Context: an optimization exercise on an open-source flow, tuned for small area, a short achievable clock period and few clock cycles per item. The choices shown serve that exercise and are no tape-out recipe. At most, simulation tests tie the RTL to the original design; equivalence was not proved.

## build 51
// filter
module filter
 #(parameter DWIDTH = 16,
   parameter DDWIDTH = 2*DWIDTH,
	parameter L = 160,
	parameter L_LOG = 8,
	parameter M = 147,
	parameter M_LOG = 8,
	parameter CWIDTH = 4*L,
	parameter J = 4,
	parameter J_LOG = 2)
  (input clk,
   input rst,
	output req_in,
	input ack_in,
	input signed [0:DWIDTH-1] data_in,
	output req_out,
	input ack_out,
	output signed [0:DWIDTH-1] data_out);
  reg req_in_r, req_out_r;
  reg [15:0] dout;
  assign req_in = req_in_r;
  assign req_out = req_out_r;
  assign data_out = dout;
  wire [15:0] din = data_in;
  reg [15:0] xb, x0, x1, x2, x3;    
  reg xbv;                          
  reg v0, v1, v2, v3;               
  reg [7:0] p, q;                   
  reg [7:0] a;                      
  reg a_is_p;                       
  reg sh_done;                      
  reg run_a, a_conf, run_b;         
  reg fb_en;                        
  reg pc_full;                      
  reg pend;                         
  reg [15:0] xm0, xm1;              
  reg [30:0] ps, pc;
  wire [28:0] rom;
  wire rm0 = a[0] ? 1'b1 : 1'b0;
  wire rm1 = a[0] ? 1'b0 : 1'b1;
  wire rm2 = a[1] ? rm1 : rm0;
  wire rm3 = a[1] ? 1'b1 : 1'b0;
  wire rm4 = a[2] ? rm3 : rm2;
  wire rm5 = a[1] ? 1'b1 : rm0;
  wire rm6 = a[3] ? rm5 : rm4;
  wire rm7 = a[2] ? rm3 : 1'b0;
  wire rm8 = a[3] ? 1'b0 : rm7;
  wire rm9 = a[4] ? rm8 : rm6;
  wire rm10 = a[1] ? rm0 : 1'b0;
  wire rm11 = a[1] ? rm1 : 1'b1;
  wire rm12 = a[2] ? rm11 : rm10;
  wire rm13 = a[1] ? rm0 : rm1;
  wire rm14 = a[1] ? 1'b0 : 1'b1;
  wire rm15 = a[2] ? rm14 : rm13;
  wire rm16 = a[3] ? rm15 : rm12;
  wire rm17 = a[1] ? rm1 : 1'b0;
  wire rm18 = a[2] ? rm17 : rm14;
  wire rm19 = a[2] ? rm11 : rm5;
  wire rm20 = a[3] ? rm19 : rm18;
  wire rm21 = a[4] ? rm20 : rm16;
  wire rm22 = a[5] ? rm21 : rm9;
  wire rm23 = a[2] ? rm13 : rm10;
  wire rm24 = a[1] ? 1'b0 : rm0;
  wire rm25 = a[2] ? rm11 : rm24;
  wire rm26 = a[3] ? rm25 : rm23;
  wire rm27 = a[2] ? rm24 : rm14;
  wire rm28 = a[2] ? rm14 : rm11;
  wire rm29 = a[3] ? rm28 : rm27;
  wire rm30 = a[4] ? rm29 : rm26;
  wire rm31 = a[2] ? rm13 : 1'b0;
  ...
Size: roughly 2700 cells after synthesis, roughly 38 I/O pins.
Settings: LEC_CHECK=0, ABC_CLOCK_PERIOD_IN_PS=3000, CAP_MARGIN=20, CORE_MARGIN=2, CORE_UTILIZATION=40, SETUP_SLACK_MARGIN=5, SLEW_MARGIN=20, SYNTH_MEMORY_MAX_BITS=16384; clock period 10.0 ns.
run.sh (not shown) runs the stock make flow with config.mk's settings and CLKGATE_MAP_FILE= SYNTH_SCRIPT=/design/flow/synth_recipe.tcl, a recipe that flattens the netlist after the stock synthesis.
Setup changes, build 51 to build 64
- ABC_CLOCK_PERIOD_IN_PS: 3000 -> unset
- SETUP_SLACK_MARGIN: 5 -> unset
==> flow/flow/run.sh (new file) <==
#!/bin/bash
# Standard layout, with timing repair aiming below the clock period.
set -euo pipefail
bash standard.sh SETUP_SLACK_MARGIN=6.0 finish > standard_make.log 2>&1
==> flow/standard.sh (new file) <==
#!/bin/bash
# synth_recipe.tcl (not shown) runs the flow's synth.tcl, then flattens the netlist and writes it again
# the make line also repeats each setting of config.mk as NAME=value (left out here)
make -C /OpenROAD-flow-scripts/flow DESIGN_CONFIG=/design/flow/config.mk WORK_HOME=/design/flow/orfs CLKGATE_MAP_FILE= SYNTH_SCRIPT=/design/flow/synth_recipe.tcl "${@:-finish}"
removed: flow/run.sh
### Flow results
- In the final reports, the cell area of build 64 is larger than that of build 51.
- Changes observed in build 64 relative to build 51: delay of the slowest cell on the worst path fell by 0.13 ns; maximum frequency rose by 19%.
- The slowest stage cell on the critical path comes out sky130_fd_sc_hd__fa_1 in one run and sky130_fd_sc_hd__clkinv_1 in the other, namely in build 64 and build 51 respectively.
[inputs] build 32 vs build 64
-- flow/flow/run.sh --
<<< build 64, line 4
bash standard.sh SETUP_SLACK_MARGIN=6.0 finish > standard_make.log 2>&1
>>> build 32, line 4
bash standard.sh SETUP_SLACK_MARGIN=6.5 finish > standard_make.log 2>&1
## What came out
Build 32 vs. build 64: number of ordinary and repair buffers in the finished layout up 17%; multi-input gate share of the layout cell area decreased by 0.23 points relative to the old numbers; latest clock arrival within the worst-skew pair +0.02 ns; cell count rose 17. Compared with build 64, build 32 shows number of clock buffers in the layout that has gone down by more than 10%.
Function was not checked in any run of this note: the RTL went through the layout flow alone.


v50:
filter, a different RTL version from the one above (not shown whole).
Size in the first run: about 370 flip-flops, roughly 38 I/O pins.
## filter
module filter
 #(parameter DWIDTH = 16,
   parameter DDWIDTH = 2*DWIDTH,
	parameter L = 160,
	parameter L_LOG = 8,
	parameter M = 147,
	parameter M_LOG = 8,
	parameter CWIDTH = 4*L,
	parameter J = 4,
	parameter J_LOG = 2)
  (input clk,
   input rst,
	output req_in,
	input ack_in,
	input signed [0:DWIDTH-1] data_in,
	output req_out,
	input ack_out,
	output signed [0:DWIDTH-1] data_out);
export LEC_CHECK = 0
export CAP_MARGIN = 20
export CORE_MARGIN = 2
export CORE_UTILIZATION = 40
export CTS_CLUSTER_DIAMETER = 100
export CTS_CLUSTER_SIZE = 25
export PLACE_DENSITY = 0.7
export SLEW_MARGIN = 20
export SYNTH_MEMORY_MAX_BITS = 16384
create_clock -name core_clock -period 10.0 [get_ports {clk}]
standard.sh (not shown) runs the stock make flow with config.mk's settings and CLKGATE_MAP_FILE= SYNTH_SCRIPT=/design/flow/synth_recipe.tcl, a recipe that flattens the netlist after the stock synthesis.
==> flow/flow/run.sh <==
#!/bin/bash
# The standard layout (standard.sh), with these changes:
#  - synthesis skips the quick ABC pass inside Yosys's synth, so the adder
#    trees reach the full-adder extraction as written (same registers);
#  - timing repair aims below the clock period (larger setup margin).
set -euo pipefail
bash standard.sh SYNTH_ARGS=-noabc SETUP_SLACK_MARGIN=6.95 finish > standard_make.log 2>&1
Testbench counts of v50, summed over its fixed seeds: cycles 10,280, items 5,120.
[inputs] v1 vs v50
Settings: CTS_CLUSTER_SIZE now 20, was 25; PLACE_DENSITY no longer set, was 0.7; CTS_CLUSTER_DIAMETER now 80, was 100.
## What came out
- Diff v50 -> v1 | global-route usage | decrease of 0.63 points
- Looking at sequential share of cell area, v1 sits 0.24 points lower than v50 does.
- In v1, number of optimization iterations in the first detailed-route pass is lower than in v50.
- Average wire per cell in the routed design: v1 and v50 compared, lower one is v1
- v1 completed; timing, DRC and antenna clean
The inputs of v19 differ from those of v1 as listed below.
Settings: CTS_CLUSTER_SIZE changed from 20 to 25; CTS_CLUSTER_DIAMETER changed from 80 to 100.
diff --git a/flow/flow/run.sh b/flow/flow/run.sh
--- a/flow/flow/run.sh
+++ b/flow/flow/run.sh
@@ -5,3 +5,3 @@
 #  - timing repair aims below the clock period (larger setup margin).
 set -euo pipefail
-bash standard.sh SYNTH_ARGS=-noabc SETUP_SLACK_MARGIN=6.95 finish > standard_make.log 2>&1
+bash standard.sh SYNTH_ARGS=-noabc SETUP_SLACK_MARGIN=6.9 finish > standard_make.log 2>&1
Notes after the runs:
Relative to v1, the cell area measured on v19 has decreased slightly. sky130_fd_sc_hd__or4_1 as the slowest cell on the critical path was reported by v19, and sky130_fd_sc_hd__fa_1 by v1. On total number of cells along the worst setup path: v19 sits above v1. Summary of v19 over v1: core utilization now sits lower, number of vias after detailed routing now sits higher. v19 vs v1, highest metal layer used by the detailed router: met4 vs met5.
Changes in v29 relative to v19:
diff --git a/flow/flow/run.sh b/flow/flow/run.sh
--- a/flow/flow/run.sh
+++ b/flow/flow/run.sh
@@ -5,3 +5,3 @@
 #  - timing repair aims below the clock period (larger setup margin).
 set -euo pipefail
-bash standard.sh SYNTH_ARGS=-noabc SETUP_SLACK_MARGIN=6.9 finish > standard_make.log 2>&1
+bash standard.sh SYNTH_ARGS=-noabc SETUP_SLACK_MARGIN=6.95 finish > standard_make.log 2>&1
==> run notes <==
As far as area of the die goes, v19 and v29 are indistinguishable; the numbers are identical. The upper clock frequency limit of v29 is higher than that of v19. Higher weighted congestion at the end of routability-driven global placement was reported by v29, not v19. v19 and v29 ended up with nearly the same hold slack. Looking at library cell contributing the largest single delay on the critical path, the sky130_fd_sc_hd__dfxtp_4 result is from v29; the sky130_fd_sc_hd__or4_1 one comes from v19. In the metrics for v19 and v29, the one carrying the lower pre-CTS worst setup slack is v29. v29 vs. v19: clock-pin transition on the worst setup and hold timing paths level; total cell area at the placement stage level. Against v19, v29 comes in 91 sq um higher on final area. v19 -> v29: global-route usage flat. As far as count of vias placed by the detailed router is concerned, v29 and v19 perform about the same.


Setup of v25:
Another version of the RTL of filter (not shown whole).
Size in the first run: roughly 38 I/O pins.
export LEC_CHECK = 0
export CAP_MARGIN = 20
export CORE_MARGIN = 2
export CORE_UTILIZATION = 40
export CTS_CLUSTER_DIAMETER = 100
export CTS_CLUSTER_SIZE = 25
export SLEW_MARGIN = 20
export SYNTH_MEMORY_MAX_BITS = 16384
create_clock -name core_clock -period 10.0 [get_ports {clk}]
==> flow/flow/run.sh <==
#!/bin/bash
# The standard layout (standard.sh), with these changes:
#  - synthesis skips the quick ABC pass inside Yosys's synth, so the adder
#    trees reach the full-adder extraction as written (same registers);
#  - timing repair aims below the clock period (larger setup margin).
set -euo pipefail
bash standard.sh SYNTH_ARGS=-noabc SETUP_SLACK_MARGIN=6.9 MATCH_CELL_FOOTPRINT=0 finish > standard_make.log 2>&1
v25 finished end to end and its layout was clean on timing, DRC and antenna.
Testbench counts of v25, summed over its fixed seeds: cycles 10,280, items 5,120.
diff inputs: v25 => v14
diff --git a/flow/flow/run.sh b/flow/flow/run.sh
--- a/flow/flow/run.sh
+++ b/flow/flow/run.sh
@@ -5,3 +5,3 @@
 #  - timing repair aims below the clock period (larger setup margin).
 set -euo pipefail
-bash standard.sh SYNTH_ARGS=-noabc SETUP_SLACK_MARGIN=6.9 MATCH_CELL_FOOTPRINT=0 finish > standard_make.log 2>&1
+bash standard.sh SYNTH_ARGS=-noabc SETUP_SLACK_MARGIN=7.0 finish > standard_make.log 2>&1
## What came out
sky130_fd_sc_hd__edfxtp_1 as the slowest cell on the critical path was reported by v14, and sky130_fd_sc_hd__o21ai_0 by v25. Of v25 and v14, the run reporting the higher cell area after layout was v14. Of v25 and v14, v14 shows the higher maximum number of pins on one net before global-route repair, with v25 below it. v25 → v14: count of clock-buffer cells in the layout higher; placed wire-length estimate now larger; global-route track usage on met2 up 0.68 points; clock transition at the register clock pins on the worst setup and hold paths after CTS was more or less identical. Sort v25 and v14 by multi-input gate share of the layout cell area asc -> top: v14. On via count, v14 does worse than v25.
> inputs changed (v14 -> v5)
Settings: an added ABC_AREA of 1.
diff --git a/flow/flow/run.sh b/flow/flow/run.sh
--- a/flow/flow/run.sh
+++ b/flow/flow/run.sh
@@ -5,3 +5,3 @@
 #  - timing repair aims below the clock period (larger setup margin).
 set -euo pipefail
-bash standard.sh SYNTH_ARGS=-noabc SETUP_SLACK_MARGIN=7.0 finish > standard_make.log 2>&1
+bash standard.sh SYNTH_ARGS=-noabc SETUP_SLACK_MARGIN=6.9 finish > standard_make.log 2>&1
For the number of inserted diodes, v5 came in 1 higher than v14 did.
Comparing v14 and v5, number of cells on the critical path is lower on v14.
[v5] area occupied by multi-input gates fell 1200 um2 relative to v14
In v5, the cell count came out 423 above the value in v14.
Die extent in x ended up 0.79% lower on v5 than on v14.

afterwards: timing with drivers on the ports:
The flow's constraints put no driver on any port. The routed layouts listed below were extracted and timed again, unchanged, in two steps.
Step 1 (the two cells are an assumption about what drives the block):
set clk [get_ports {clk}]
set_driving_cell -lib_cell sky130_fd_sc_hd__clkbuf_16 $clk
set_driving_cell -lib_cell sky130_fd_sc_hd__buf_2 [delete_from_list [all_inputs] $clk]
Step 2 also shifts input and output timing later by t, the mid clock arrival at the registers, as if the neighbouring blocks saw the same clock.
a / b / c = no drivers / after step 1 / after step 2; a / b = the first two.
run | t (ns) | setup WS [ns] | hold WS [ns] | pins driven straight from the clock port
build 51 | 0.641 | 5.210 / 5.210 / 5.210 | 0.428 / 0.428 / 0.428 | 1
build 64 | 0.638 | 5.986 / 5.986 / 5.680 | 0.423 / 0.423 / 0.423 | 1
build 32 | 0.643 | 5.894 / 5.894 / 5.894 | 0.424 / 0.424 / 0.424 | 1
v50 | 0.600 | 6.914 / 6.882 / 6.450 | 0.429 / 0.429 / 0.429 | 1
v1 | 0.617 | 6.913 / 6.913 / 6.439 | 0.427 / 0.427 / 0.427 | 1
v19 | 0.599 | 6.908 / 6.899 / 6.444 | 0.436 / 0.436 / 0.436 | 1
v29 | 0.596 | 6.947 / 6.890 / 6.487 | 0.435 / 0.435 / 0.435 | 1
v25 | 0.621 | 6.881 / 6.836 / 6.407 | 0.426 / 0.426 / 0.426 | 1
v14 | 0.641 | 6.889 / 6.824 / 6.480 | 0.440 / 0.440 / 0.440 | 1
v5 | 0.610 | 6.826 / 6.768 / 6.397 | 0.438 / 0.438 / 0.438 | 1
After both steps every run listed still meets setup and hold.
